Source: an optimization exercise on an open RTL-to-GDS flow (aim: small area). Production flows keep margins and buffers that such runs may drop.
Function was checked by simulation only, so behaviour that the tests miss may differ from the original.
The clock port is modelled as an ideal driver; clocking choices that lean on that would not hold on a real chip.
No activity file was given, so power comes from the tool's default toggle rates.

### flow/config.mk
export PLATFORM = sky130hd
export DESIGN_NAME = cache
export DESIGN_NICKNAME = cache
export VERILOG_FILES = /design/flow/design.v
export SDC_FILE = /design/flow/constraint.sdc
export NUM_CORES = 8
export LEC_CHECK = 0
export CAP_MARGIN = 20
export CORE_MARGIN = 2
export CORE_UTILIZATION = 45
export SLEW_MARGIN = 30
export SYNTH_HIERARCHICAL = 1
export SYNTH_MINIMUM_KEEP_SIZE = 0
### flow/constraint.sdc
create_clock -name core_clock -period 12.0 [get_ports {clk_i}]
set_input_delay 2.4000 -clock core_clock [delete_from_list [all_inputs] [get_ports {clk_i}]]
set_output_delay 2.4000 -clock core_clock [all_outputs]
set_load 0.01 [all_outputs]
### flow/design.v
module cache_a222oi (input logic a1, a2, b1, b2, c1, c2, output logic y);
    assign y = ~((a1 & a2) | (b1 & b2) | (c1 & c2));
endmodule
module cache_a21oi (input logic a1, a2, b1, output logic y);
    assign y = ~((a1 & a2) | b1);
endmodule
module cache_nand2 (input logic a, b, output logic y);
    assign y = ~(a & b);
endmodule
module cache_nand4 (input logic a, b, c, d, output logic y);
    assign y = ~(a & b & c & d);
endmodule
module cache_nor2 (input logic a, b, output logic y);
    assign y = ~(a | b);
endmodule
module cache_nand3 (input logic a, b, c, output logic y);
    assign y = ~(a & b & c);
endmodule
module cache_mux64 (input logic [63:0] s, input logic [63:0] d, output logic y);
    logic [21:0] n1;
    logic [5:0] p2;
    logic [2:0] q3;
    for (genvar g = 0; g < 21; g++) begin : g_l1
        cache_a222oi u (.a1(s[3*g]), .a2(d[3*g]), .b1(s[3*g+1]), .b2(d[3*g+1]),
                        .c1(s[3*g+2]), .c2(d[3*g+2]), .y(n1[g]));
    end
    cache_nand2 u_l1_last (.a(s[63]), .b(d[63]), .y(n1[21]));
    for (genvar g = 0; g < 5; g++) begin : g_l2
        cache_nand4 u (.a(n1[4*g]), .b(n1[4*g+1]), .c(n1[4*g+2]), .d(n1[4*g+3]), .y(p2[g]));
    end
    cache_nand2 u_l2_last (.a(n1[20]), .b(n1[21]), .y(p2[5]));
    for (genvar g = 0; g < 3; g++) begin : g_l3
        cache_nor2 u (.a(p2[2*g]), .b(p2[2*g+1]), .y(q3[g]));
    end
    cache_nand3 u_l4 (.a(q3[0]), .b(q3[1]), .c(q3[2]), .y(y));
endmodule
module cache #(
    localparam ByteOffsetBits = 4,
    localparam IndexBits = 6,
    localparam TagBits = 22,
    localparam NrWordsPerLine = 4,
    localparam NrLines = 64,
    localparam LineSize = 32 * NrWordsPerLine
) (
    input logic clk_i,
    input logic rstn_i,
    input logic [31:0] addr_i,
    input logic read_en_i,
    output logic read_valid_o,
    output logic [31:0] read_word_o,
    output logic [31:0] mem_addr_o,
    output logic mem_read_en_o,
    input logic mem_read_valid_i,
    input logic [LineSize-1:0] mem_read_data_i
);
    localparam NrPairs = 75;
    localparam TagPairs = TagBits / 2;
    logic [TagBits-1:0] tag;
    logic [IndexBits-1:0] index;
    logic [1:0] offset;
    assign tag = addr_i[31:10];
    assign index = addr_i[9:4];
    assign offset = addr_i[3:2];
    logic [NrPairs-1:0] x_in, y_in, bus1;
    always_comb begin
        for (int h = 0; h < 2; h++) begin
            for (int j = 0; j < 32; j++) begin
                x_in[32*h + j] = mem_read_data_i[64*h + j];
                y_in[32*h + j] = mem_read_data_i[64*h + 32 + j];
            end
        end
        for (int i = 0; i < TagPairs; i++) begin
            x_in[64 + i] = tag[2*i];
            y_in[64 + i] = tag[2*i + 1];
        end
    end
    assign bus1 = y_in & {NrPairs{mem_read_valid_i}};
    logic pend_q;
    logic [IndexBits-1:0] pend_idx_q;
    logic [NrPairs-1:0] wb_q;
    always_ff @(posedge clk_i or negedge rstn_i) begin
        if (!rstn_i) pend_q <= 1'b0;
        else pend_q <= mem_read_valid_i;
    end
    always_ff @(posedge clk_i) begin
        pend_idx_q <= index;
        wb_q <= x_in;
    end
    logic [NrLines-1:0] sel, w1, w2, hold;
    always_comb begin
        for (int l = 0; l < NrLines; l++) begin
            sel[l] = (index == l[IndexBits-1:0]);
            w1[l] = mem_read_valid_i & sel[l];
            w2[l] = pend_q & (pend_idx_q == l[IndexBits-1:0]) & ~w1[l];
            hold[l] = ~(w1[l] | w2[l]);
        end
    end
    logic [NrLines-1:0] valid_q;
    always_ff @(posedge clk_i or negedge rstn_i) begin
        if (!rstn_i) valid_q <= '0;
        else valid_q <= valid_q | w1;
    end
    logic [NrPairs-1:0] a_q [NrLines];
    logic [NrPairs-1:0] b_q [NrLines];
    logic [NrPairs-1:0] a_d [NrLines];
    logic [NrLines-1:0] ra_q, rb_q, ra_d;
    for (genvar l = 0; l < NrLines; l++) begin : g_line
        for (genvar p = 0; p < NrPairs; p++) begin : g_pair
            cache_a222oi u_next (.a1(b_q[l][p]), .a2(hold[l]), .b1(bus1[p]), .b2(sel[l]),
                                 .c1(wb_q[p]), .c2(w2[l]), .y(a_d[l][p]));
        end
        cache_a21oi u_ref (.a1(rb_q[l]), .a2(hold[l]), .b1(w1[l]), .y(ra_d[l]));
        always_ff @(posedge clk_i) begin
            a_q[l] <= a_d[l];
            b_q[l] <= a_q[l];
            ra_q[l] <= ra_d[l];
            rb_q[l] <= ra_q[l];
        end
    end
    logic [NrPairs-1:0] col_a, col_b;
    for (genvar p = 0; p < NrPairs; p++) begin : g_col
        logic [NrLines-1:0] da, db;
        for (genvar l = 0; l < NrLines; l++) begin : g_d
            assign da[l] = a_q[l][p];
            assign db[l] = b_q[l][p];
        end
        cache_mux64 u_mux_a (.s(sel), .d(da), .y(col_a[p]));
        cache_mux64 u_mux_b (.s(sel), .d(db), .y(col_b[p]));
    end
    logic valid_sel, ref_a, ref_b;
    cache_mux64 u_vmux (.s(sel), .d(valid_q), .y(valid_sel));
    cache_mux64 u_ramux (.s(sel), .d(ra_q), .y(ref_a));
    cache_mux64 u_rbmux (.s(sel), .d(rb_q), .y(ref_b));
    logic k0, k1, bypass;
    assign k1 = ref_a;
    assign k0 = ~(ref_a ^ ref_b);
    assign bypass = pend_q & (pend_idx_q == index);
    logic [31:0] u, v, wbw, word_rot, word_byp;
    assign u = offset[1] ? col_a[63:32] : col_a[31:0];
    assign v = offset[1] ? col_b[63:32] : col_b[31:0];
    assign wbw = offset[1] ? wb_q[63:32] : wb_q[31:0];
    logic pick_v, flip;
    assign pick_v = offset[0] ^ k0;
    assign flip = k1 ^ (offset[0] & k0);
    assign word_rot = (pick_v ? v : u) ^ {32{flip}};
    assign word_byp = offset[0] ? ~u : wbw;
    assign read_word_o = bypass ? word_byp : word_rot;
    logic [TagPairs-1:0] ta, tb;
    assign ta = col_a[NrPairs-1:64];
    assign tb = col_b[NrPairs-1:64];
    logic [TagPairs-1:0] tx, ty;
    always_comb begin
        for (int i = 0; i < TagPairs; i++) begin
            tx[i] = tag[2*i];
            ty[i] = tag[2*i + 1];
        end
    end
    logic m0, m1, m2, m3, mb, match;
    assign m0 = (ta == tx) && (tb == ty);        
    assign m1 = (ta == ~ty) && (tb == tx);       
    assign m2 = (ta == ~tx) && (tb == ~ty);      
    assign m3 = (ta == ty) && (tb == ~tx);       
    assign mb = (wb_q[NrPairs-1:64] == tx) && (ta == ~ty);
    always_comb begin
        if (bypass) match = mb;
        else case ({k1, k0})
            2'd0: match = m0;
            2'd1: match = m1;
            2'd2: match = m2;
            default: match = m3;
        endcase
    end
    logic hit;
    assign hit = valid_sel && match && read_en_i;
    assign read_valid_o = hit;
    assign mem_addr_o = {tag, index, 4'b0};
    assign mem_read_en_o = !hit;
endmodule
### flow/flow/run.sh
#!/bin/bash
# Own layout flow: the standard flow (standard.sh), step by step, with
#  - the standard synthesis, unchanged;
#  - port buffers of buf_2;
#  - clock tree synthesis without dummy loads and with larger sink clusters.
# Each step's full output goes to a log file of its own in this folder.
set -euo pipefail
P=sky130_fd_sc_hd__

bash standard.sh synth > log_1_synth.txt 2>&1

export BUFFER_PORTS_ARGS="-buffer_cell ${P}buf_2"
bash standard.sh floorplan > log_2_floorplan.txt 2>&1
bash standard.sh place > log_3_place.txt 2>&1

export CTS_ARGS="-sink_clustering_enable -repair_clock_nets -dont_use_dummy_load \
-sink_clustering_size 25 -sink_clustering_max_diameter 80 -buf_list ${P}clkbuf_16"
bash standard.sh cts > log_4_cts.txt 2>&1
unset CTS_ARGS

bash standard.sh route > log_5_route.txt 2>&1
bash standard.sh finish > log_6_finish.txt 2>&1
### flow/standard.sh
#!/bin/bash
# synth_recipe.tcl (not shown) runs the flow's synth.tcl, then flattens the netlist and writes it again
# the make line also repeats each setting of config.mk as NAME=value (left out here)
make -C /OpenROAD-flow-scripts/flow DESIGN_CONFIG=/design/flow/config.mk WORK_HOME=/design/flow/orfs CLKGATE_MAP_FILE= SYNTH_SCRIPT=/design/flow/synth_recipe.tcl "${@:-finish}"
==> key figures, run 1 <==
Critical path
  • FF-to-FF setup slack: roughly 7.2 ns
  • Crit path cell chain: buf_2 > nor2b_1 > nand2_1 > nor2_4 > a222oi_1 > nand4_1 > nor2_1 > nand3_1 > inv_1 > ha_1 > xnor2_4 > buf_12 > mux4_2 > xnor2_1 > nor2_1 > a21oi_1 > buf_2
  • CP arrival: approximately 8.4 ns
  • Slowest-stage cell, CP: nor2_4
  • Worst Reg-to-Reg Cells: 7
  • Reg2reg start: pend_idx_q[1]$_DFF_P_
  • Crit path max fanout: 35
  • Crit path largest cell delay: 0.99 ns
  • Crit. End Element: primary output
  • Startpoint Class: primary input
  • WS Path Type: in -> out
  • Worst r2r dst: a_q[45][71]$_DFF_P_
  • Req. time, crit path: 9.60 ns

Power
  • Switch Pwr: between 15 and 20 mW
  • Comb pwr share: between 10% and 20%
  • VDD IR-drop max: roughly 0.00018 V
  • Leak pwr: around 120 nW
  • Cell-internal power: approximately 49 mW
  • Clock Power Share: roughly a quarter
  • Cell area power density: around 200 mW/mm^2
  • Sequential Power Share: a little under two thirds
  • Total design power: approximately 65 mW
  • Switch share: approximately 26%

Layout
  • Final instance area: between 0.3 and 0.4 mm^2
  • P&R area growth vs syn: 11.7%
  • Share of cells above drive strength 1: under 10%
  • Finished Core Util: between 50% and 60%
  • # fillers: 55,900
  • Final layout net count: around 22,000
  • Non-filler cells in the finished layout: approximately 30,000

Synthesis
  • Yosys synthesis warning count: 12
  • Top-count cell post-synth: dfxtp_1
  • EDFF count, synth: 0
  • Flops & latches, synth: around 9,900
  • Top cells by instance count after synthesis: dfxtp_1 (9,809), a222oi_1 (8,013), nand4_1 (779), nor2_1 (635), nand2_1 (338)
  • Ys flop type: dfxtp_1
  • Async SR Flop Fraction: less than 1%
  • Post-synthesis cell type count: 36
  • Top cells by area, synth: dfxtp_1 (67%), a222oi_1 (27%), nand4_1 (1.7%), nor2_1 (0.81%), dfrtp_1 (0.55%)
  • Post-synthesis sequential area ratio: roughly two thirds
  • Post-synthesis cell area: 0.293 mm^2
  • Largest area contributor in the netlist: dfxtp_1
  • Post-Syn Instances: about 21,000
  • Post-synth top area share: between 60% and 70%
  • Syn_area_per_cell: around 14 um^2

Routing
  • Wirelength per Cell: 45.2 um
  • DRT iter0 DRCs: approximately 84,000
  • Vias/cell: about 8.4
  • Post-route ant nets: 0
  • Routed WL: about 1400 mm
  • Via count: between 200k and 300k
  • Drt drc: 0
  • DRT Pass-1 Iters: 15

STA
  • RSZ-0062 raised after global routing: false
  • Setup TNS: 0 ns
  • Layout Skew: approximately 0.18 ns
  • Final hold vios: 0
  • Fmax: 92.7 MHz
  • Slew at the pin closest to its max-slew limit: ~1.2 ns
  • Pins Over Slew Limit: 0
  • Final min period: about 11 ns
  • Final setup vio count: 0
  • Max-slew headroom: between 10% and 20%
  • Final Cycle Share: 89.9%

Placement
  • Inst Count DP: roughly 30,000
  • GPL Wtd Cong: 0.947
  • Port Buffers: approximately 220
  • Cell area after placement: 0.316 mm^2
  • Final HPWL DP: ~800 mm

Floorplanning
  • Die area: approximately 0.66 mm^2
  • Core Region: about 0.65 mm^2
  • Die span in y: 811 um
  • Initial Utilization: between 40 and 50%
  • Die width: around 810 um
  • Top-Level Pins: 230
  • Row count: 296

Run status
  • Status: no timing/DRC/antenna violations

Global routing
  • M1 GR Usage: about half
  • Total grt overflow: 0
  • Total track usage: roughly two fifths
  • Met3 Use GR: 15.0%
  • First-pass GRT wire length: 1890 mm
  • Met2 usage: 54.4%
  • Vias in the first global route: ~240k
  • Largest net degree at the start of global routing: approximately 110
  • Initial antenna violation count: between 100 and 150
  • Busiest grt layer: met2

Hold path
  • WHS Path Cells: 0
  • Hold_sp: a_q[55][28]$_DFF_P_
  • Hold EP: b_q[55][28]$_DFF_P_
  • HP Class: reg -> reg

CTS
  • Hold-fix buffers, CTS: 0
  • Root buffer cell: clkbuf_16
  • Resized Gates After CTS: 0
  • Clock sinks: between 9,000 and 10,000
  • Inserted Clock Buffers: roughly 470
  • Clk buf depth: 4
  • Clock transition at path regs: 0.10 ns
  • Buffer count from post-CTS setup fixing: 0
  • H-tree depth: 5
  • CTS tree: built
  • Clock Latency Late Sink: about 1.2 ns

Run
  • Max Cap Viol: 0
[state kept, by name, indices dropped and copies added (netlist names)]
| signal | cells |
|---|---|
| a_q | 4800 |
| pend_q | 1 |
| wb_q | 75 |
| rb_q | 64 |
| b_q | 4800 |
| ra_q | 64 |
| pend_idx_q | 6 |
| valid_q | 64 |
[power by group through the flow]
stage / Combinational, mW / Sequential [mW] / Clock (mW)
final: 6.65 / 41.6 / 17.3
after global routing: 6.89 / 42.1 / 18.3
after CTS: 6.44 / 41.4 / 17.2
after detailed placement: 6.43 / 42.1 / 0
after global placement: 6.28 / 42.0 / 0
after floorplan: 4.21 / 41.3 / 0
[cell type report]
class	count	area (um^2)	area share [%]
diodes	140	350	0.107
repair buffers	1095	10200	3.12
well taps	8642	10800	3.30
clock buffers	465	11600	3.55
multi-input cells	10500	96200	29.4
flip-flops and latches	9874	198000	60.5
inverters	66	248	0.0756
[Yosys stat by module, one instance, submodules excluded, a selection]
module / cells inside / flops+latches / times used
cache: 10800 / 9874 / 1
cache_a222oi: 1 / 0 / 8013
cache_a21oi: 1 / 0 / 64
cache_nand4: 1 / 0 / 765
cache_nand3: 1 / 0 / 153
cache_nand2: 1 / 0 / 306
cache_nor2: 1 / 0 / 459
[metal layers]
layer,part of all wire (%),routed length [um],vias to the layer above
met4,8.4,117000,50
met2,40,553000,25700
met1,35,487000,129000
met5,0.065,909,-
li1,-,-,99700
met3,17,234000,4835
[stage by stage]
stage	hold WS (ns)	setup WS, ns
finish	0.242	1.21
global route	0.250	1.27
CTS	0.243	1.64
detailed placement	0.335	1.66
global placement	0.330	0.967
floorplan	0.330	0.0132
[critical path, delay by kind of cell]
family          cells  cell delay (ns)
simple gates        7             2.50
buf+inv             4             1.10
compound gates      2             0.98
mux                 1             0.43
fa+ha+maj           1             0.40
xor+xnor            2             0.34
[layout by cell type, fill, tap and decap left out, types with 3 or more instances in the layout]
cell,Yosys,routed
and2_4,0,8
dfxtp_1,9809,9734
or2_2,66,66
buf_2,17,220
ha_1,4,4
a222oi_1,8013,8013
mux4_2,64,64
xor2_1,15,15
conb_1,1,4
nand3b_1,4,4
diode_2,0,140
buf_16,0,13
a21oi_1,95,27
inv_1,66,66
nand2_1,338,338
buf_8,0,4
buf_4,42,664
nor3_2,0,64
buf_12,0,176
dfrtp_1,65,65
nor2_4,0,65
a21oi_2,65,69
a21oi_4,0,64
nand4_1,779,779
dfxtp_2,0,72
and2_2,0,67
nand2b_1,6,4
nand3_1,171,171
nor3_1,76,12
nor2_1,635,570
buf_6,8,16
xnor2_1,80,80
nor4_1,10,9
dfxtp_4,0,3
nor2b_1,9,9
clkbuf_16,0,465
[worst max path at each step]
stage / from / endpoint / slack (ns) / cells after the start
after CTS: addr_i[4] / read_word_o[9] / 1.64 / 17
after detailed placement: addr_i[4] / read_word_o[9] / 1.66 / 17
final: addr_i[4] / read_word_o[9] / 1.21 / 17
after global routing: addr_i[4] / read_word_o[9] / 1.27 / 17
after floorplan: addr_i[8] / read_word_o[23] / 0.01 / 16
after global placement: addr_i[6] / read_word_o[24] / 0.97 / 17
[cell families (layout without fill, tap and decap cells)]
kind of cell,Yosys count,after routing,share of synthesized area (%)
buffers and inverters,166,1626,0.294
xor gates and xnor gates,96,96,0.293
muxes,64,64,0.491
adders and majority gates,4,4,0.0171
other,1,144,0.00128
AOI/OAI and AO/OA,8177,8177,27.7
DFF,9874,9874,67.5
and+or+nand+nor,2178,2178,3.72
==> run 2, diff against run 1 <==
==> flow/flow/run.sh (replaced) <==
#!/bin/bash
# Own layout flow: the standard flow (standard.sh), step by step, with
#  - the standard synthesis, unchanged;
#  - port buffers of buf_1;
#  - clock tree synthesis without dummy loads and with larger sink clusters;
#  - after global routing, antenna repair with a ratio margin (post_grt.tcl).
# Each step's full output goes to a log file of its own in this folder.
set -euo pipefail
P=sky130_fd_sc_hd__
HERE=$(pwd)

bash standard.sh synth > log_1_synth.txt 2>&1

export BUFFER_PORTS_ARGS="-buffer_cell ${P}buf_1"
bash standard.sh floorplan > log_2_floorplan.txt 2>&1
bash standard.sh place > log_3_place.txt 2>&1

export CTS_ARGS="-sink_clustering_enable -repair_clock_nets -dont_use_dummy_load \
-sink_clustering_size 25 -sink_clustering_max_diameter 80 -buf_list ${P}clkbuf_16"
bash standard.sh cts > log_4_cts.txt 2>&1
unset CTS_ARGS

bash standard.sh "POST_GLOBAL_ROUTE_TCL=$HERE/flow/post_grt.tcl" route > log_5_route.txt 2>&1
bash standard.sh finish > log_6_finish.txt 2>&1
==> flow/flow/post_grt.tcl (new file) <==
# After global routing: fix antenna ratios with a margin, so that detailed
# routing is less likely to leave antenna violations that need another
# routing round.
puts "Extra antenna repair with a ratio margin..."
repair_antennas -ratio_margin 30 -iterations 5
check_placement -verbose
check_antennas
write_guides $::env(RESULTS_DIR)/route.guide
==> run 2 against run 1 <==
  * First-iteration DRC count grew 7.6%
  * Clock-buffer cell count grew 3
  * Global-route usage grew 0.38 points
  * Final area is essentially flat
  * Fmax shrank 2.6%
  * Die area is the same
  * Register-to-register slack gained 0.04 ns
  * Combinational power is essentially flat
  * Clock power is essentially flat
  * Critical endpoint is now read_word_o[14]
==> key figures, run 2 <==
Power
  • Cell area power density: 200 mW/mm^2 (about the same)
  • VDD IR-drop max: 0.000157 V (was 0.000184 V)
  • Leak pwr: 118 nW (about the same)

Layout
  • Most common cell after layout, fill and taps aside: dfxtp_1 (unchanged)
  • P&R area growth vs syn: 11.7% (about the same)
  • Most frequent cells in the layout: dfxtp_1 (9,734), a222oi_1 (8,013), nand4_1 (779) (unchanged)
  • Largest registers: a_q x4800, b_q x4800, wb_q x75 (unchanged)
  • Share of cells above drive strength 1: 8.73% (was 9.59%)
  • Final instance area: 0.328 mm^2 (about the same)
  • Final layout net count: 22,200 (about the same)

Synthesis
  • Syn_area_per_cell: 14.3 um^2 (unchanged)
  • Top cells by area, synth: dfxtp_1 (67%), a222oi_1 (27%), nand4_1 (1.7%), nor2_1 (0.81%), dfrtp_1 (0.55%) (unchanged)
  • Ys flop type: dfxtp_1 (unchanged)
  • Post-synthesis cell type count: 36 (unchanged)
  • Post-synth top area share: 66.9% (unchanged)
  • Largest area contributor in the netlist: dfxtp_1 (unchanged)
  • Simple-gate share of the synthesized area: 3.72% (unchanged)
  • Post-Syn Instances: 20,600 (unchanged)
  • EDFF count, synth: 0 (unchanged)
  • Adder-cell share of the synthesized area: 0.0171% (unchanged)
  • Largest family of logic cells by synthesized area: compound AO/OA/AOI/OAI gates (unchanged)
  • Compound-Gate Fraction of Synth Area: 27.7% (unchanged)
  • Yosys synthesis warning count: 12 (unchanged)
  • Multiplexer share of the synthesized area: 0.491% (unchanged)
  • Top-count cell post-synth: dfxtp_1 (unchanged)
  • Synth Area in XOR/XNOR: 0.293% (unchanged)
  • Flops & latches, synth: 9,874 (unchanged)
  • Top cells by instance count after synthesis: dfxtp_1 (9,809), a222oi_1 (8,013), nand4_1 (779), nor2_1 (635), nand2_1 (338) (unchanged)
  • Async SR Flop Fraction: 0.658% (unchanged)
  • Post-synthesis sequential area ratio: 67.5% (unchanged)
  • Post-synthesis cell area: 0.293 mm^2 (unchanged)

Critical path
  • CP startpoint: addr_i[5] (was addr_i[4])
  • Crit path max fanout: 26 (was 35)
  • Worst Setup EP: read_word_o[14] (was read_word_o[9])
  • Crit path cell chain: buf_1 > nor2b_1 > nand2_1 > nor2_4 > a222oi_1 > nand4_1 > nor2_1 > nand3_1 > inv_1 > ha_1 > xnor2_4 > buf_12 > mux4_2 > xnor2_1 > nor2_1 > a21oi_1 > buf_1 (was buf_2 > nor2b_1 > nand2_1 > nor2_4 > a222oi_1 > nand4_1 > nor2_1 > nand3_1 > inv_1 > ha_1 > xnor2_4 > buf_12 > mux4_2 > xnor2_1 > nor2_1 > a21oi_1 > buf_2)
  • Reg2reg start: pend_idx_q[1]$_DFF_P_ (unchanged)
  • Worst r2r dst: a_q[46][35]$_DFF_P_ (was a_q[45][71]$_DFF_P_)
  • Req. time, crit path: 9.60 ns (about the same)
  • Critical Path Stages: 17 (unchanged)
  • Startpoint Class: primary input (unchanged)
  • Worst Reg-to-Reg Cells: 7 (unchanged)
  • FF-to-FF setup slack: 7.23 ns (was 7.19 ns)
  • CP arrival: 8.68 ns (was 8.39 ns)
  • CP top delay family: simple AND/OR/NAND/NOR gates (unchanged)
  • Slowest-stage cell, CP: a21oi_1 (was nor2_4)
  • Worst path bufs/invs: 4 (unchanged)
  • Crit path largest cell delay: 0.78 ns (was 0.99 ns)
  • WS Path Type: in -> out (unchanged)
  • Crit. End Element: primary output (unchanged)

Global routing
  • Largest net degree at the start of global routing: 109 (was 107)
  • Initial antenna violation count: 111 (was 103)
  • Total grt overflow: 0 (unchanged)
  • First-pass GRT wire length: 1900 mm (was 1890 mm)
  • Vias in the first global route: 239,000 (was 238,000)
  • Total track usage: 40.1% (was 39.7%)

Routing
  • Post-route ant nets: 0 (unchanged)
  • Vias/cell: 8.42 (was 8.41)
  • Drt drc: 0 (unchanged)
  • DRT iter0 DRCs: 90,600 (was 84,200)
  • Routed WL: 1410 mm (was 1390 mm)
  • Via count: 261,000 (was 259,000)
  • DRT Pass-1 Iters: 17 (was 15)
  • Wirelength per Cell: 45.5 um (was 45.2 um)

STA
  • Pins Over Slew Limit: 0 (unchanged)
  • Final min period: 11.08 ns (was 10.79 ns)
  • Setup TNS: 0 ns (unchanged)
  • Final setup vio count: 0 (unchanged)
  • Max-slew headroom: 13.2% (was 17.0%)
  • Layout Skew: 0.133 ns (was 0.179 ns)
  • Fmax: 90.3 MHz (was 92.7 MHz)
  • Slew at the pin closest to its max-slew limit: 1.30 ns (was 1.25 ns)
  • Final Cycle Share: 92.3% (was 89.9%)
  • Final hold vios: 0 (unchanged)

Floorplanning
  • Initial Utilization: 45.2% (unchanged)
  • Core Region: 0.650 mm^2 (unchanged)
  • Top-Level Pins: 230 (unchanged)
  • Die area: 0.658 mm^2 (unchanged)
  • Row count: 296 (unchanged)
  • Die width: 811 um (unchanged)
  • Die span in y: 811 um (unchanged)

CTS
  • H-tree depth: 5 (unchanged)
  • Resized Gates After CTS: 0 (unchanged)
  • Hold-fix buffers, CTS: 0 (unchanged)
  • Inserted Clock Buffers: 468 (was 465)
  • CTS tree: built (unchanged)
  • Buffer count from post-CTS setup fixing: 0 (unchanged)
  • Clock transition at path regs: 0.11 ns (was 0.10 ns)
  • Clk buf depth: 4 (unchanged)
  • Clock sinks: 9,874 (unchanged)
  • Root buffer cell: clkbuf_16 (unchanged)
  • Clock Latency Late Sink: 1.20 ns (about the same)

Hold path
  • HP Class: reg -> reg (unchanged)

Placement
  • Final HPWL DP: 815 mm (was 801 mm)
  • Port Buffers: 223 (unchanged)
  • Cell area after placement: 0.315 mm^2 (was 0.316 mm^2)
  • GPL Wtd Cong: 0.936 (was 0.947)

Run status
  • Status: no timing/DRC/antenna violations (unchanged)

Run
  • Max Cap Viol: 0 (unchanged)
## run 2: cell counts after synthesis
No cell type changed its count.
## run 2: power breakdown
| part | internal (mW) | total (mW) | switching (mW) |
|---|---|---|---|
| registers | 38.6 | 41.6 | 3.00 |
| clock network | 6.93 | 17.4 | 10.4 |
| logic | 3.20 | 6.65 | 3.45 |
| total | 48.7 | 65.6 | 16.9 |
## run 2: metal layers
metal	part of all wire [%]	vias up	GRT usage (%)
li1	-	99800	-
met1	35	130000	50.6
met2	40	26200	54.9
met3	17	5154	15.8
met4	8.5	74	29.7
met5	0.095	-	1.00
## run 2: modules after synthesis (local to each module, per instance), a selection
module	times used	cells	cell area, um^2	flops+latches
cache	1	10800	204000	9874
cache_a222oi	8013	1	10.0	0
cache_nand3	153	1	5.00	0
cache_nor2	459	1	3.75	0
cache_a21oi	64	1	8.76	0
cache_nand4	765	1	6.26	0
cache_nand2	306	1	3.75	0
## run 2: final cells by class
class | instances | area, um^2
Clock buffer | 468 | 11700
Inverter | 66 | 248
Antenna cell | 264 | 661
Tap cell | 8642 | 10800
Timing Repair Buffer | 1124 | 9990
Fill cell | 56300 | 322000
Multi-Input combinational cell | 10500 | 96300
Sequential cell | 9874 | 198000
## run 2: worst min path at each step
stage	cells past startpoint	slack, ns	end	start
2_1_floorplan	0	0.33	b_q[0][0]$_DFF_P_	a_q[0][0]$_DFF_P_
3_3_place_gp	0	0.33	b_q[60][39]$_DFF_P_	a_q[60][39]$_DFF_P_
3_5_place_dp	0	0.33	b_q[46][62]$_DFF_P_	a_q[46][62]$_DFF_P_
4_1_cts	0	0.26	b_q[57][58]$_DFF_P_	a_q[57][58]$_DFF_P_
6_report	0	0.26	b_q[55][58]$_DFF_P_	a_q[55][58]$_DFF_P_
## run 2: cell families (layout without fill, tap and decap cells)
kind of cell | after synthesis | after routing
compound gates | 8177 | 8177
other cells | 1 | 268
xor+xnor | 96 | 96
fa+ha+maj | 4 | 4
buf+inv | 166 | 1658
mux | 64 | 64
simple gates | 2178 | 2178
flops | 9874 | 9874
## run 2: stage by stage
step                cells  hold WS [ns]  power [mW]  setup WS, ns  utilization, %
floorplan           20600         0.330        45.6        0.0132               -
detailed placement  30200         0.335        48.5          1.39            48.5
global placement    30200         0.331        48.2          1.39            48.5
finish              31000         0.256        65.6         0.920            50.5
CTS                 30700         0.261        65.1          1.38            50.3
==> run 3, diff against run 2 <==
--- a/flow/design.v
+++ b/flow/design.v
@@ -1,8 +1,5 @@
 module cache_a222oi (input logic a1, a2, b1, b2, c1, c2, output logic y);
     assign y = ~((a1 & a2) | (b1 & b2) | (c1 & c2));
-endmodule
-module cache_a21oi (input logic a1, a2, b1, output logic y);
-    assign y = ~((a1 & a2) | b1);
 endmodule
 module cache_nand2 (input logic a, b, output logic y);
     assign y = ~(a & b);
@@ -109,7 +106,7 @@
             cache_a222oi u_next (.a1(b_q[l][p]), .a2(hold[l]), .b1(bus1[p]), .b2(sel[l]),
                                  .c1(wb_q[p]), .c2(w2[l]), .y(a_d[l][p]));
         end
-        cache_a21oi u_ref (.a1(rb_q[l]), .a2(hold[l]), .b1(w1[l]), .y(ra_d[l]));
+        cache_nand2 u_ref (.a(rb_q[l]), .b(hold[l]), .y(ra_d[l]));
         always_ff @(posedge clk_i) begin
             a_q[l] <= a_d[l];
             b_q[l] <= a_q[l];
@@ -132,8 +129,8 @@
     cache_mux64 u_ramux (.s(sel), .d(ra_q), .y(ref_a));
     cache_mux64 u_rbmux (.s(sel), .d(rb_q), .y(ref_b));
     logic k0, k1, bypass;
-    assign k1 = ref_a;
-    assign k0 = ~(ref_a ^ ref_b);
+    assign k1 = ref_b;
+    assign k0 = ref_a ^ ref_b;
     assign bypass = pend_q & (pend_idx_q == index);
     logic [31:0] u, v, wbw, word_rot, word_byp;
     assign u = offset[1] ? col_a[63:32] : col_a[31:0];
--- a/flow/flow/run.sh
+++ b/flow/flow/run.sh
@@ -16,7 +16,7 @@
 bash standard.sh place > log_3_place.txt 2>&1
 
 export CTS_ARGS="-sink_clustering_enable -repair_clock_nets -dont_use_dummy_load \
--sink_clustering_size 25 -sink_clustering_max_diameter 80 -buf_list ${P}clkbuf_16"
+-sink_clustering_size 28 -sink_clustering_max_diameter 90 -buf_list ${P}clkbuf_16"
 bash standard.sh cts > log_4_cts.txt 2>&1
 unset CTS_ARGS
 
==> run 3 against run 2 <==
  * Routed wire length down 0.59%
  * Via count down 0.18%
  * Power down 1.5%
  * Non-clock buffer count down 82
  * Flip-flop and latch count unchanged
  * Final cell count down 0.53%
  * Global-route usage down 0.14 points
  * Synthesized cell count about the same
  * Largest cell class unchanged
  * Highest routed layer unchanged
==> key figures, run 3 <==
Synthesis
  • Post-synth top area share: 67.0% (was 66.9%)
  • Post-synthesis sequential area ratio: 67.6% (was 67.5%)
  • Async SR Flop Fraction: 0.658% (unchanged)
  • Syn_area_per_cell: 14.3 um^2 (about the same)
  • Post-Syn Instances: 20,600 (about the same)
  • Ys flop type: dfxtp_1 (unchanged)
  • Largest area contributor in the netlist: dfxtp_1 (unchanged)
  • Post-synthesis cell area: 0.293 mm^2 (about the same)
  • Top cells by instance count after synthesis: dfxtp_1 (9,809), a222oi_1 (8,013), nand4_1 (779), nor2_1 (604), nand2_1 (425) (was dfxtp_1 (9,809), a222oi_1 (8,013), nand4_1 (779), nor2_1 (635), nand2_1 (338))
  • Flops & latches, synth: 9,874 (unchanged)
  • Top cells by area, synth: dfxtp_1 (67%), a222oi_1 (27%), nand4_1 (1.7%), nor2_1 (0.77%), dfrtp_1 (0.56%) (was dfxtp_1 (67%), a222oi_1 (27%), nand4_1 (1.7%), nor2_1 (0.81%), dfrtp_1 (0.55%))
  • EDFF count, synth: 0 (unchanged)
  • Top-count cell post-synth: dfxtp_1 (unchanged)
  • Yosys synthesis warning count: 12 (unchanged)
  • Post-synthesis cell type count: 40 (was 36)

Routing
  • Wirelength per Cell: 45.5 um (about the same)
  • Vias/cell: 8.45 (was 8.42)
  • Routed WL: 1400 mm (was 1410 mm)
  • DRT Pass-1 Iters: 15 (was 17)
  • Drt drc: 0 (unchanged)
  • DRT iter0 DRCs: 88,200 (was 90,600)
  • Via count: 260,000 (was 261,000)
  • Post-route ant nets: 0 (unchanged)

Floorplanning
  • Core Region: 0.649 mm^2 (was 0.650 mm^2)
  • Die width: 811 um (about the same)
  • Die area: 0.658 mm^2 (about the same)
  • Die span in y: 811 um (about the same)
  • Initial Utilization: 45.1% (was 45.2%)
  • Row count: 296 (unchanged)
  • Top-Level Pins: 230 (unchanged)

Global routing
  • Largest net degree at the start of global routing: 123 (was 109)
  • Initial antenna violation count: 102 (was 111)
  • Total track usage: 39.9% (was 40.1%)
  • Total grt overflow: 0 (unchanged)
  • Vias in the first global route: 239,000 (about the same)
  • First-pass GRT wire length: 1900 mm (about the same)

Critical path
  • Req. time, crit path: 9.60 ns (about the same)
  • Crit path max fanout: 31 (was 26)
  • CP arrival: 8.48 ns (was 8.68 ns)
  • Startpoint Class: primary input (unchanged)
  • Crit. End Element: primary output (unchanged)
  • WS Path Type: in -> out (unchanged)

CTS
  • Buffer count from post-CTS setup fixing: 0 (unchanged)
  • Hold-fix buffers, CTS: 0 (unchanged)
  • Clock sinks: 9,874 (unchanged)
  • Clock Latency Late Sink: 1.17 ns (was 1.20 ns)
  • Root buffer cell: clkbuf_16 (unchanged)
  • Inserted Clock Buffers: 409 (was 468)
  • Clock transition at path regs: 0.10 ns (was 0.11 ns)
  • H-tree depth: 5 (unchanged)
  • Resized Gates After CTS: 0 (unchanged)
  • CTS tree: built (unchanged)
  • Clk buf depth: 4 (unchanged)

Layout
  • Most frequent cells in the layout: dfxtp_1 (9,734), a222oi_1 (8,013), nand4_1 (779) (unchanged)
  • Most common cell after layout, fill and taps aside: dfxtp_1 (unchanged)
  • # fillers: 56,400 (was 56,300)
  • P&R area growth vs syn: 11.0% (was 11.7%)
  • Share of cells above drive strength 1: 7.87% (was 8.73%)
  • Largest registers: a_q x4800, b_q x4800, wb_q x75 (unchanged)
  • Final layout net count: 22,100 (was 22,200)

Power
  • VDD IR-drop max: 0.000154 V (was 0.000157 V)
  • Total design power: 64.6 mW (was 65.6 mW)
  • Cell area power density: 199 mW/mm^2 (was 200 mW/mm^2)
  • Leak pwr: 117 nW (was 118 nW)

STA
  • Slew at the pin closest to its max-slew limit: 1.30 ns (about the same)
  • Setup TNS: 0 ns (unchanged)
  • Pins Over Slew Limit: 0 (unchanged)
  • Worst Setup Slack, final: 1.12 ns (was 0.920 ns)
  • Fmax: 91.9 MHz (was 90.3 MHz)
  • Final Cycle Share: 90.6% (was 92.3%)
  • Max-slew headroom: 13.2% (about the same)
  • Layout Skew: 0.148 ns (was 0.133 ns)
  • Final min period: 10.88 ns (was 11.08 ns)
  • Final hold vios: 0 (unchanged)
  • Final setup vio count: 0 (unchanged)

Placement
  • DP Worst Slack: 1.47 ns (was 1.39 ns)
  • Port Buffers: 223 (unchanged)
  • GPL Wtd Cong: 0.920 (was 0.936)
  • Final HPWL DP: 791 mm (was 815 mm)

Hold path
  • HP Class: reg -> reg (unchanged)

Run status
  • Status: no timing/DRC/antenna violations (unchanged)

Run
  • Max Cap Viol: 0 (unchanged)
## run 3: cell types whose count changed in the layout (fill, tap and decap cells not counted), sizes merged, moves of 3 or more
cell / before / now
nand2: 338 / 425
diode: 264 / 246
xor2: 15 / 32
buf: 1121 / 1040
nor4: 12 / 15
xnor2: 81 / 62
nor2: 635 / 604
o21ai: 1 / 33
clkbuf: 471 / 411
a21oi: 160 / 64
## run 3: kinds of logic (layout without fill, tap and decap cells)
kind of cell,after synthesis,in the layout,synth area share [%]
xor+xnor,94,94,0.284
simple gates,2238,2238,3.81
flops,9874,9874,67.6
buf+inv,167,1518,0.266
other cells,1,250,0.00128
mux,65,65,0.495
compound gates,8112,8112,27.5
fa+ha+maj,4,4,0.0171
## run 3: cell type report
class | instances | area (um^2) | share of cell area, %
Sequential cell | 9874 | 198000 | 60.9
Multi-Input combinational cell | 10500 | 95900 | 29.5
Tap cell | 8642 | 10800 | 3.32
Clock buffer | 409 | 10200 | 3.15
Timing Repair Buffer | 1042 | 9320 | 2.87
Antenna cell | 246 | 616 | 0.189
Inverter | 67 | 251 | 0.0773
## run 3: critical path, cell delays in order
cell and delay (ns):
buf_1 0.49, nor2b_1 0.35, nand2_1 0.58, nor2_4 1.02
a222oi_1 0.24, nand4_1 0.14, nor2_1 0.05, nand3_1 0.33
inv_1 0.14, ha_1 0.39, xor2_4 0.20, buf_12 0.47
mux4_2 0.42, xnor2_1 0.16, nand2_1 0.07, o21ai_1 0.64
buf_1 0.23
## run 3: layer usage
layer | GRT usage, % | share of wire [%]
met3 | 14.6 | 16
met4 | 29.6 | 8.2
met5 | 0.431 | 0.051
met1 | 50.2 | 35
met2 | 56.0 | 41
## run 3: power breakdown
group	total [mW]	switching [mW]	leakage, nW	internal (mW)
registers	41.5	2.99	82.6	38.5
logic	6.71	3.55	29.3	3.16
clock network	16.4	10.2	5.04	6.11
## run 3: final timing paths
kind,slack [ns],depth (start not counted),startpoint,end
setup / recovery,1.12,17,addr_i[6],read_word_o[12]
hold / removal,0.27,0,a_q[34][43]$_DFF_P_,b_q[34][43]$_DFF_P_
setup reg to reg,7.53,7,pend_idx_q[0]$_DFF_P_,a_q[37][24]$_DFF_P_
hold reg to reg,0.27,0,a_q[34][43]$_DFF_P_,b_q[34][43]$_DFF_P_
max in group asynchronous,10.03,2,rstn_i,valid_q[11]$_DFF_PN0_
min in group asynchronous,1.36,2,rstn_i,valid_q[13]$_DFF_PN0_
## run 3: Yosys stat by module, one instance, submodules excluded, a selection
module        flops+latches  cells  cell area (um^2)
cache                  9874  10800            204000
cache_a222oi              0      1              10.0
cache_nand2               0      1              3.75
cache_nand3               0      1              5.00
cache_nand4               0      1              6.26
cache_nor2                0      1              3.75
## run 3: per-stage QoR
stage | cell area, um^2 | util, % | std cells | hold slack, ns
floorplan | 293000 | - | 20600 | 0.330
global placement | 314000 | 48.4 | 30100 | 0.330
detailed placement | 314000 | 48.4 | 30100 | 0.335
CTS | 325000 | 50.0 | 30500 | 0.268
finish | 325000 | 50.1 | 30800 | 0.270
==> run 4, diff against run 3 <==
--- a/flow/flow/run.sh
+++ b/flow/flow/run.sh
@@ -16,7 +16,7 @@
 bash standard.sh place > log_3_place.txt 2>&1
 
 export CTS_ARGS="-sink_clustering_enable -repair_clock_nets -dont_use_dummy_load \
--sink_clustering_size 28 -sink_clustering_max_diameter 90 -buf_list ${P}clkbuf_16"
+-sink_clustering_size 30 -sink_clustering_max_diameter 90 -buf_list ${P}clkbuf_16"
 bash standard.sh cts > log_4_cts.txt 2>&1
 unset CTS_ARGS
 
--- a/flow/config.mk
+++ b/flow/config.mk
@@ -8,6 +8,6 @@
 export CAP_MARGIN = 20
 export CORE_MARGIN = 2
 export CORE_UTILIZATION = 45
-export SLEW_MARGIN = 30
+export SLEW_MARGIN = 25
 export SYNTH_HIERARCHICAL = 1
 export SYNTH_MINIMUM_KEEP_SIZE = 0
==> run 4 against run 3 <==
  * Setup slack got worse by 0.068 ns
  * The layout now fails its checks (max-slew violations)
  * Sequential share of layout area rose by 0.11 points
  * Highest routed layer unchanged
  * Worst hold slack got worse by 0.0084 ns
  * Utilization fell by 0.089 points
  * Fmax fell by 0.62%
==> key figures, run 4 <==
Run status
  • Status: failed layout checks (was no timing/DRC/antenna violations)
  • SO Faults: max-slew violations

Synthesis
  • Flops & latches, synth: 9,874 (unchanged)
  • Post-synthesis sequential area ratio: 67.6% (unchanged)
  • Post-Syn Instances: 20,600 (unchanged)
  • Post-synth top area share: 67.0% (unchanged)
  • Yosys synthesis warning count: 12 (unchanged)
  • Largest area contributor in the netlist: dfxtp_1 (unchanged)
  • Top cells by instance count after synthesis: dfxtp_1 (9,809), a222oi_1 (8,013), nand4_1 (779), nor2_1 (604), nand2_1 (425) (unchanged)
  • Post-synthesis cell area: 0.293 mm^2 (unchanged)
  • Top cells by area, synth: dfxtp_1 (67%), a222oi_1 (27%), nand4_1 (1.7%), nor2_1 (0.77%), dfrtp_1 (0.56%) (unchanged)
  • Ys flop type: dfxtp_1 (unchanged)
  • Post-synthesis cell type count: 40 (unchanged)
  • EDFF count, synth: 0 (unchanged)
  • Syn_area_per_cell: 14.3 um^2 (unchanged)
  • Top-count cell post-synth: dfxtp_1 (unchanged)
  • Async SR Flop Fraction: 0.658% (unchanged)

Layout
  • Share of cells above drive strength 1: 7.78% (was 7.87%)
  • P&R area growth vs syn: 10.8% (was 11.0%)
  • Final layout net count: 22,100 (about the same)
  • Most common cell after layout, fill and taps aside: dfxtp_1 (unchanged)
  • Most frequent cells in the layout: dfxtp_1 (9,734), a222oi_1 (8,013), nand4_1 (779) (unchanged)
  • # fillers: 56,400 (about the same)
  • Register area: 0.198 mm^2 (unchanged)
  • Largest registers: a_q x4800, b_q x4800, wb_q x75 (unchanged)
  • Finished Core Util: 50.0% (was 50.1%)
  • Final instance area: 0.325 mm^2 (about the same)
  • Multi-input logic area: 0.0959 mm^2 (about the same)

Critical path
  • Worst Reg-to-Reg Cells: 7 (unchanged)
  • Crit path max fanout: 32 (was 31)
  • Startpoint Class: primary input (unchanged)
  • Req. time, crit path: 9.60 ns (about the same)
  • Crit path cell chain: buf_1 > nand2_1 > nor2_4 > a222oi_1 > nand4_1 > nor2_1 > nand3_1 > inv_1 > ha_1 > xor2_4 > buf_12 > mux4_2 > xnor2_1 > nand2_1 > o21ai_1 > buf_1 (was buf_1 > nor2b_1 > nand2_1 > nor2_4 > a222oi_1 > nand4_1 > nor2_1 > nand3_1 > inv_1 > ha_1 > xor2_4 > buf_12 > mux4_2 > xnor2_1 > nand2_1 > o21ai_1 > buf_1)
  • Crit. End Element: primary output (unchanged)
  • WS Path Type: in -> out (unchanged)
  • Slowest-stage cell, CP: nor2_4 (unchanged)
  • Worst path bufs/invs: 4 (unchanged)
  • Crit path largest cell delay: 1.03 ns (was 1.02 ns)
  • Worst r2r dst: a_q[37][25]$_DFF_P_ (was a_q[37][24]$_DFF_P_)
  • FF-to-FF setup slack: 7.54 ns (was 7.53 ns)
  • Reg2reg start: pend_idx_q[0]$_DFF_P_ (unchanged)
  • CP top delay family: simple AND/OR/NAND/NOR gates (unchanged)
  • CP arrival: 8.55 ns (was 8.48 ns)

Floorplanning
  • Core Region: 0.649 mm^2 (unchanged)
  • Row count: 296 (unchanged)
  • Die width: 811 um (unchanged)
  • Die area: 0.658 mm^2 (unchanged)
  • Die span in y: 811 um (unchanged)
  • Initial Utilization: 45.1% (unchanged)
  • Top-Level Pins: 230 (unchanged)

CTS
  • H-tree depth: 5 (unchanged)
  • Buffer count from post-CTS setup fixing: 0 (unchanged)
  • Clock sinks: 9,874 (unchanged)
  • CTS tree: built (unchanged)
  • Clk buf depth: 4 (unchanged)
  • Hold-fix buffers, CTS: 0 (unchanged)
  • Resized Gates After CTS: 0 (unchanged)
  • Root buffer cell: clkbuf_16 (unchanged)
  • Clock transition at path regs: 0.10 ns (about the same)
  • Clock Latency Late Sink: 1.14 ns (was 1.17 ns)
  • Inserted Clock Buffers: 390 (was 409)

STA
  • Pins Over Slew Limit: 14 (was 0)
  • Slew at the pin closest to its max-slew limit: 1.53 ns (was 1.30 ns)
  • Final setup vio count: 0 (unchanged)
  • Setup TNS: 0 ns (unchanged)
  • Final min period: 10.95 ns (was 10.88 ns)
  • Worst Setup Slack, final: 1.05 ns (was 1.12 ns)
  • Max-slew headroom: -1.69% (was 13.2%)
  • Final hold vios: 0 (unchanged)
  • Layout Skew: 0.130 ns (was 0.148 ns)
  • Final Cycle Share: 91.2% (was 90.6%)
  • Fmax: 91.4 MHz (was 91.9 MHz)

Global routing
  • First-pass GRT wire length: 1900 mm (about the same)
  • Initial antenna violation count: 116 (was 102)
  • Largest net degree at the start of global routing: 123 (unchanged)
  • Vias in the first global route: 239,000 (about the same)
  • Total track usage: 39.9% (about the same)
  • Total grt overflow: 0 (unchanged)

Routing
  • Drt drc: 0 (unchanged)
  • DRT iter0 DRCs: 87,600 (was 88,200)
  • Highest Signal Layer: met5 (unchanged)
  • DR WL met3: 233 mm (was 231 mm)
  • Via count: 259,000 (was 260,000)
  • Routed WL: 1400 mm (about the same)
  • Post-route ant nets: 0 (unchanged)
  • Wirelength per Cell: 45.6 um (was 45.5 um)
  • Vias/cell: 8.44 (was 8.45)
  • WL met2: 565 mm (was 571 mm)
  • Post-Route M1 WL: 483 mm (was 484 mm)
  • DRT Pass-1 Iters: 15 (unchanged)

Placement
  • GPL Wtd Cong: 0.920 (unchanged)
  • Port Buffers: 223 (unchanged)
  • Final HPWL DP: 791 mm (about the same)
  • DP Worst Slack: 1.41 ns (was 1.47 ns)
  • Cell area after placement: 0.314 mm^2 (about the same)

Run
  • Max Cap Viol: 0 (unchanged)

Hold path
  • Hold EP: b_q[50][37]$_DFF_P_ (was b_q[34][43]$_DFF_P_)
  • WHS Path Cells: 0 (unchanged)
  • HP Class: reg -> reg (unchanged)
  • Hold_sp: a_q[50][37]$_DFF_P_ (was a_q[34][43]$_DFF_P_)

Power
  • Leak pwr: 117 nW (about the same)
  • VDD IR-drop max: 0.000168 V (was 0.000154 V)
  • Cell area power density: 198 mW/mm^2 (was 199 mW/mm^2)
[run 4: cell counts after synthesis]
No cell type changed its count.
[run 4: worst register-to-register path, cell delays in order (launching register included)]
cell and delay, ns:
dfxtp_1 0.75, nor2b_1 0.38, nand2_1 0.30, nor3_2 0.25
buf_6 0.67, buf_4 0.80, buf_4 0.84, a222oi_1 0.30
[run 4: worst max path at each step]
stage	from	end	slack [ns]	cells past startpoint
2_1_floorplan	addr_i[8]	read_word_o[10]	0.03	16
3_3_place_gp	addr_i[9]	read_word_o[18]	1.15	16
3_5_place_dp	addr_i[9]	read_word_o[7]	1.41	16
4_1_cts	addr_i[9]	read_word_o[7]	1.38	16
6_report	addr_i[9]	read_word_o[7]	1.05	16
[run 4: stage by stage]
stage               cells  total power, mW  hold slack [ns]
CTS                 30500             63.8            0.264
finish              30700             64.2            0.262
floorplan           20600             45.5            0.330
global placement    30100             48.2            0.330
detailed placement  30100             48.5            0.335
[run 4: logic make-up (layout without fill, tap and decap cells)]
group | count (synthesis) | after routing | synth area share [%]
compound gates | 8112 | 8112 | 27.5
simple gates | 2238 | 2238 | 3.81
fa+ha+maj | 4 | 4 | 0.0171
buf+inv | 167 | 1498 | 0.266
other cells | 1 | 212 | 0.00128
xor+xnor | 94 | 94 | 0.284
flops | 9874 | 9874 | 67.6
mux | 65 | 65 | 0.495
[run 4: metal layers]
metal	vias to the layer above	global-route usage, %
met5	-	0.628
met4	54	29.9
met3	4979	14.6
met2	25900	55.7
met1	129000	50.2
li1	99400	-
[run 4: final cells by class]
class / instances / share of cell area [%]
flip-flops and latches: 9874 / 61.0
repair buffers: 1041 / 2.87
clock buffers: 390 / 3.01
multi-input cells: 10500 / 29.5
diodes: 208 / 0.160
well taps: 8642 / 3.33
inverters: 67 / 0.0775
[run 4: per-module statistics from Yosys, one instance, submodules excluded, a selection]
module / copies in the design / flops+latches
cache_nor2: 459 / 0
cache_nand4: 765 / 0
cache: 1 / 9874
cache_a222oi: 8013 / 0
cache_nand3: 153 / 0
cache_nand2: 370 / 0
[run 4: report_power, final]
part / internal (mW) / switching (mW) / total, mW
Clock: 5.85 / 10.1 / 16.0
Combinational: 3.16 / 3.55 / 6.71
Sequential: 38.5 / 2.99 / 41.5
Total: 47.5 / 16.7 / 64.2

==> what the ideal ports hide <==
The results above use ideal ports. As a check the final layouts listed here were re-extracted and re-timed, cells and wires unchanged.
Step 1 assumes that a clkbuf_16 drives the clock port and a buf_2 every other input.
Step 2 moves the port delays by t, midway between the first and last clock arrival at a register: inputs arrive t later, outputs are due t later. That takes back most of the time a late clock gives input paths.
Slacks: no drivers / after step 1 / after step 2; pairs: no drivers / after step 1.
run	t, ns	setup slack, ns	worst setup path after step 2	worst data-port slew with drivers (ns)	pins driven straight from the clock port
run 1	1.249	1.207 / 1.182 / 1.182	input to output	0.12	1
run 2	1.277	0.920 / 0.891 / 0.891	input to output	0.14	1
run 3	1.255	1.123 / 1.098 / 1.098	input to output	0.21	1
run 4	1.248	1.055 / 1.027 / 1.027	input to output	0.20	1
For run 2, which loses most, drivers alone change the setup slack by -0.029 ns; drivers and shift together by -0.029 ns.
